What follows belongs to an exercise in optimizing a design on an open flow for small area; a production flow would make more cautious choices. Only simulation tests tie the RTL to the original design; equivalence was not proved. The flow treats the clock pin as an ideal source, which a real chip does not have. Power and IR drop assume default switching activity.

== red ==
## topROM
module topROM #(parameter FPGAFREQ = 2_000)(
    input logic CLK,
    input logic nRST,
    input logic nPBTON,
    output logic HS,
    output logic VS,
    output logic [11:0] RGB
);
    logic [10:0] c;
    logic [9:0] v;
    logic [9:0] p;
    logic cwrap, vwrap;
    assign p = c[10:1];
    assign cwrap = c[10] & c[9] & c[6] & c[0];    
    assign vwrap = v[9] & v[3] & v[2] & v[0];     
    always_ff @(posedge CLK) begin
        if (!nRST)
            c <= 11'd1601;
        else if (cwrap)
            c <= 11'd0;
        else
            c <= c + 11'd1;
    end
    always_ff @(posedge CLK) begin
        if (!nRST)
            v <= 10'd525;
        else if (cwrap)
            v <= vwrap ? 10'd0 : v + 10'd1;
    end
    logic btn;       
    logic inc;       
    always_ff @(posedge CLK)
        btn <= ~nPBTON;
    generate
        if (FPGAFREQ == 2000) begin : g_lfsr
            logic [10:0] s;
            logic det;
            assign det = (s[9:0] == 10'b1111111100);
            always_ff @(posedge CLK) begin
                if (!nRST)
                    s <= 11'd40;
                else
                    s <= {s[9:0], s[10] ^ s[1] ^ det};
  ...
Size in the first run: ~490 cells after synthesis, ~17 I/O pins, about 3100 um^2 of cells after synthesis.
clock: 20.0 ns
lec_check: 0
cap_margin: 20
core_margin: 2
core_utilization: 40
slew_margin: 20
standard.sh (not shown) runs the stock make flow with config.mk's settings and CLKGATE_MAP_FILE= SYNTH_SCRIPT=/design/flow/synth_recipe.tcl, a recipe that flattens the netlist after the stock synthesis.
==> flow/flow/run.sh <==
#!/bin/bash
# Standard ORFS layout, with the combinational logic of the standard
# synthesis re-mapped by ABC for area. Registers (names, count, cell types)
# are left exactly as the standard synthesis made them.
set -euo pipefail
W=$(pwd)
F=$W/flow
LIB=$FLOW_HOME/platforms/$FLOW_PLATFORM/lib/sky130_fd_sc_hd__tt_025C_1v80.lib
R=$W/orfs/results/$FLOW_PLATFORM/topROM/base
YOSYS=$(command -v yosys || echo $FLOW_HOME/../tools/install/yosys/bin/yosys)

# 1. the standard synthesis, unchanged
bash standard.sh synth > $W/log_std_synth.txt 2>&1

# 2. re-map the combinational cells: each library cell is replaced by its
#    logic function, then ABC maps the logic again with an area script.
#    Runs with different seeds, four at a time: sixteen start from the
#    standard netlist, then four rounds of four start from the smallest
#    netlist so far, half of them with another pre-optimisation script
#    (remap2.abc). The smallest netlist is kept.
python3 $F/gen_combmap.py $LIB $W/comb_map.v > $W/log_combmap.txt 2>&1
cp $R/1_2_yosys.v $W/std_1_2_yosys.v

remap() {  # remap SEED INPUT [SCRIPT]
  sed "s/SEED/$1/" $F/${3:-remap.abc} > $W/remap_$1.abc
  $YOSYS -l $W/log_remap_$1.txt -p "read_liberty -lib $LIB; read_verilog $2; hierarchy -top $FLOW_TOP; techmap -map $W/comb_map.v; techmap; opt -purge; abc -liberty $LIB $(cat $F/dontuse.txt) -script $W/remap_$1.abc; opt_clean -purge; hilomap -singleton -hicell sky130_fd_sc_hd__conb_1 HI -locell sky130_fd_sc_hd__conb_1 LO; insbuf -buf sky130_fd_sc_hd__buf_4 A X; check -assert -mapped; tee -o $W/remap_stat_$1.txt stat -liberty $LIB; write_verilog -noattr -nohex -nodec $W/remap_$1.v" > /dev/null 2>&1 || true
}
smallest() {  # smallest SEEDS...
  for s in "$@"; do
    if [ -s $W/remap_$s.v ] && [ -s $W/remap_stat_$s.txt ]; then
      echo "$(grep 'Chip area' $W/remap_stat_$s.txt | awk '{print $NF}') $s"
    fi
  done | sort -g | awk 'NR==1{print $2}'
}

for batch in "1 2 3 4" "5 6 7 8" "9 10 11 12" "13 14 15 16"; do
  for s in $batch; do remap $s $W/std_1_2_yosys.v & done
  wait
done
best=$(smallest $(seq 1 16))
echo "round 1: $best" > $W/log_remap_best.txt
for round in 2 3 4 5; do
  start=$best
  remap $((round * 10 + 1)) $W/remap_$start.v &
  remap $((round * 10 + 2)) $W/remap_$start.v remap2.abc &
  remap $((round * 10 + 3)) $W/remap_$start.v &
  remap $((round * 10 + 4)) $W/remap_$start.v remap2.abc &
  wait
  best=$(smallest $start $((round * 10 + 1)) $((round * 10 + 2)) $((round * 10 + 3)) $((round * 10 + 4)))
  echo "round $round: $best" >> $W/log_remap_best.txt
done
cp $W/remap_$best.v $R/1_2_yosys.v
rm -f $R/1_synth.odb

# 3. the rest of the standard layout from the re-mapped netlist, with the
#    smallest buffer on each port and a clock tree built by hand before the
#    CTS step (flow/pre_cts.tcl): the clock port drives one root buffer, so
#    the CTS step finds no clock net to buffer
export BUFFER_PORTS_ARGS="-buffer_cell sky130_fd_sc_hd__buf_1"
export PRE_CTS_TCL=$F/pre_cts.tcl
export CTS_ARGS="-clk_nets CLK -dont_use_dummy_load"
bash standard.sh finish > $W/log_std_finish.txt 2>&1
Other scripts of this flow, unchanged in this note and not shown: flow/flow/dontuse.txt, flow/flow/gen_combmap.py, flow/flow/pre_cts.tcl, flow/flow/remap.abc, flow/flow/remap2.abc
[inputs] blue vs red
diff --git a/flow/design.v b/flow/design.v
--- a/flow/design.v
+++ b/flow/design.v
@@ -103,50 +103,65 @@
         kl = 5'(lo);
         kh = 5'(hi);
         ge = 1'b1;
         le = 1'b1;
         for (int i = 0; i < 5; i++) begin
             ge = kl[i] ? (x[i] & ge) : (x[i] | ge);
             le = kh[i] ? (~x[i] | le) : (~x[i] & le);
         end
         inr5 = ge & le;
     endfunction
     logic [4:0] k, a;
     logic i1;            
+    logic band;          
     always_comb begin
         i1 = 1'b0;
-        if (p < 10'd48)
+        band = 1'b0;
+        k = 5'd0;
+        if (p < 10'd56)
             k = 5'd10;               
-        else if (p < 10'd86)
+        else if (p < 10'd86) begin
             k = 5'd9;                
-        else if (p < 10'd128) begin
+            band = 1'b1;
+        end else if (p < 10'd112) begin
             k = 5'd0;                
             i1 = 1'b1;
-        end else if (p < 10'd164)
+            band = 1'b1;
+        end else if (p < 10'd136)
+            k = 5'd0;                
+        else if (p < 10'd164) begin
             k = 5'd25;               
-        else if (p < 10'd256) begin
+            band = 1'b1;
+        end else if (p < 10'd192) begin
             k = 5'd16;               
             i1 = 1'b1;
-        end else if (p < 10'd384)
+            band = 1'b1;
+        end else if (p < 10'd400)
             k = 5'd12;               
-        else if (p < 10'd424)
+        else if (p < 10'd424) begin
             k = 5'd29;               
-        else if (p < 10'd464) begin
+            band = 1'b1;
+        end else if (p < 10'd456) begin
             k = 5'd20;               
             i1 = 1'b1;
-        end else if (p < 10'd504)
+            band = 1'b1;
+        end else if (p < 10'd480)
+            k = 5'd0;                
+        else if (p < 10'd504) begin
             k = 5'd13;               
-        else if (p < 10'd544) begin
+            band = 1'b1;
+        end else if (p < 10'd536) begin
             k = 5'd4;                
             i1 = 1'b1;
+            band = 1'b1;
         end else if (p < 10'd592)
             k = 5'd6;                
         else
             k = 5'd24;               
         a = p[4:0] - k;
     end
     logic [3:0] dg;
     logic sa, sb, sc, sd, se, sf, sg;
     logic xf, xl, xr, b7;
     logic ya, yg, yd, yu, yl;
     logic paint7;
     always_comb begin
@@ -167,29 +182,28 @@
     assign b7 = inr(p, 9, 41) | inr(p, 549, 581) | inr(p, 599, 631);
     assign xf = (b7 & (a != 5'd31)) | inr(p, 50, 80);
     assign xl = (b7 & (a <= 5'd5)) | inr(p, 50, 55);
     assign xr = (b7 & inr5(a, 25, 30)) | inr(p, 75, 80);
     assign ya = inr(v, 5, 10);
     assign yg = inr(v, 23, 27);
     assign yd = inr(v, 40, 45);
     assign yu = inr(v, 5, 27);
     assign yl = inr(v, 23, 45);
     assign paint7 = (xf & ((sa & ya) | (sg & yg) | (sd & yd))) |
                     (xr & ((sb & yu) | (sc & yl))) |
                     (xl & ((sf & yu) | (se & yl)));
-    logic band, yok, y10;
+    logic yok, y10;
     logic j0, j1, j3;
     logic [4:0] ky, b;
-    logic cellcol, vbarcol, hrow, vrow, cellrow, dg1, dg2, s34;
-    assign band = inr(p, 56, 111) | inr(p, 136, 191) | inr(p, 400, 455) | inr(p, 480, 535);
+    logic cellcol, vbarcol, hrow, vrow, cellrow, diag, s34;
     assign y10 = p < 10'd128;                    
     assign yok = v < 10'd96;
     always_comb begin
         j0 = 1'b0;
         j1 = 1'b0;
         j3 = 1'b0;
         if (y10 ? (v < 10'd32) : (v < 10'd28)) begin
             ky = y10 ? 5'd14 : 5'd9;         
             j0 = 1'b1;
         end else if (y10 ? (v < 10'd52) : (v < 10'd47)) begin
             ky = y10 ? 5'd1 : 5'd28;         
             j1 = 1'b1;
@@ -203,29 +217,28 @@
     end
     logic [4:0] u;
     logic [2:0] m;
     logic [3:0] t;
     assign cellcol = (a >= 5'd23) | (a <= 5'd10);
     assign vbarcol = inr5(a, 11, 13) | inr5(a, 20, 22);
     assign hrow = (j0 & (b >= 5'd29)) | ((j1 | j3) & inr5(b, 16, 18));
     assign vrow = ~b[4];
     assign cellrow = ~b[4] & (b[3:0] != 4'd0);
     assign u = a[4] ? 5'd0 - a : a;
     assign m = b[2:0] ^ {3{~b[3]}};
     assign t = u[3:0] - {1'b0, m};
-    assign dg1 = ((t == 4'd15) | (t <= 4'd2)) & cellcol &
-                 ~(inr5(a, 23, 26) & ((b[3:0] <= 4'd3) | (b[3:0] == 4'd15))) &
-                 ~(~i1 & j1 & (b[3:0] == 4'd15));
-    assign dg2 = 1'b0;
-    assign s34 = band & yok & ((cellcol & hrow) | (vbarcol & vrow) | (cellrow & (dg1 | dg2)));
+    assign diag = ((t == 4'd15) | (t <= 4'd2)) & cellcol &
+                  ~(inr5(a, 23, 26) & ((b[3:0] <= 4'd3) | (b[3:0] == 4'd15))) &
+                  ~(~i1 & j1 & (b[3:0] == 4'd15));
+    assign s34 = band & yok & ((cellcol & hrow) | (vbarcol & vrow) | (cellrow & diag));
     logic img;
     logic [4:0] ix;
     assign ix = a;
     assign img = inr(p, 300, 331) & (
             (((v == 10'd12)) & (inr5(ix, 12, 19))) |
             (((v == 10'd13) | (v == 10'd23)) & (inr5(ix, 9, 22))) |
             (((v == 10'd14)) & (inr5(ix, 8, 23))) |
             (((v == 10'd15) | (v == 10'd25)) & (inr5(ix, 8, 21))) |
             (((v == 10'd16) | (v == 10'd26) | (v == 10'd54) | (v == 10'd104)) & (inr5(ix, 10, 19))) |
             (((v == 10'd17)) & (inr5(ix, 12, 19) | inr5(ix, 21, 29))) |
             (((v == 10'd18)) & (inr5(ix, 9, 29))) |
             (((v == 10'd19)) & (inr5(ix, 9, 18) | inr5(ix, 20, 23))) |
Looking at cell internal power dissipation across blue and red, the one that comes out lower is red.
blue — internal reg-to-reg setup slack 0.04 ns higher, red as reference
Against red, detailed route wirelength on metal2 in blue rose slightly.
Compared with red, blue shows HPWL after detailed placement higher by 1.8%.
Logic depth of the worst register-to-register path: blue and red compared, higher one is red
Power: blue draws more than red
Compared with red, blue shows area of all placed cells without fillers that has gone down slightly.
From red to blue the numbers moved as follows: proportion of power drawn by flip-flops and latches now smaller, die boundary width lost about 0.9%, worst stage delay on the critical path down 0.41 ns, critical path depth in cells up about 9%.
In the tables for blue and red, number of ordinary inverters in the final layout reads higher with red.
[diff] full die area, blue relative to red: improvement

## afterwards: timing with drivers on the ports
The flow's constraints put no driver on any port. The routed layouts listed below were extracted and timed again, unchanged, in two steps. Step 1, drivers: a clkbuf_16 drives CLK and a buf_2 each remaining input, both assumed. Step 2 moves the port delays by t, midway between the first and last clock arrival at a register: inputs arrive t later, outputs are due t later. That takes back most of the time a late clock gives input paths. Three values: ideal ports, drivers, drivers and shift; two values: the first two.
run	t (ns)	slack for setup (ns)	worst setup path at the end	clock arrival spread, ns	cell pins on the clock port's net
red	0.467	9.729 / 9.705 / 10.172	register to output	0.015 / 0.014	1
blue	0.492	10.159 / 10.137 / 10.629	register to output	0.029 / 0.028	1
After both steps every run listed still meets setup and hold.
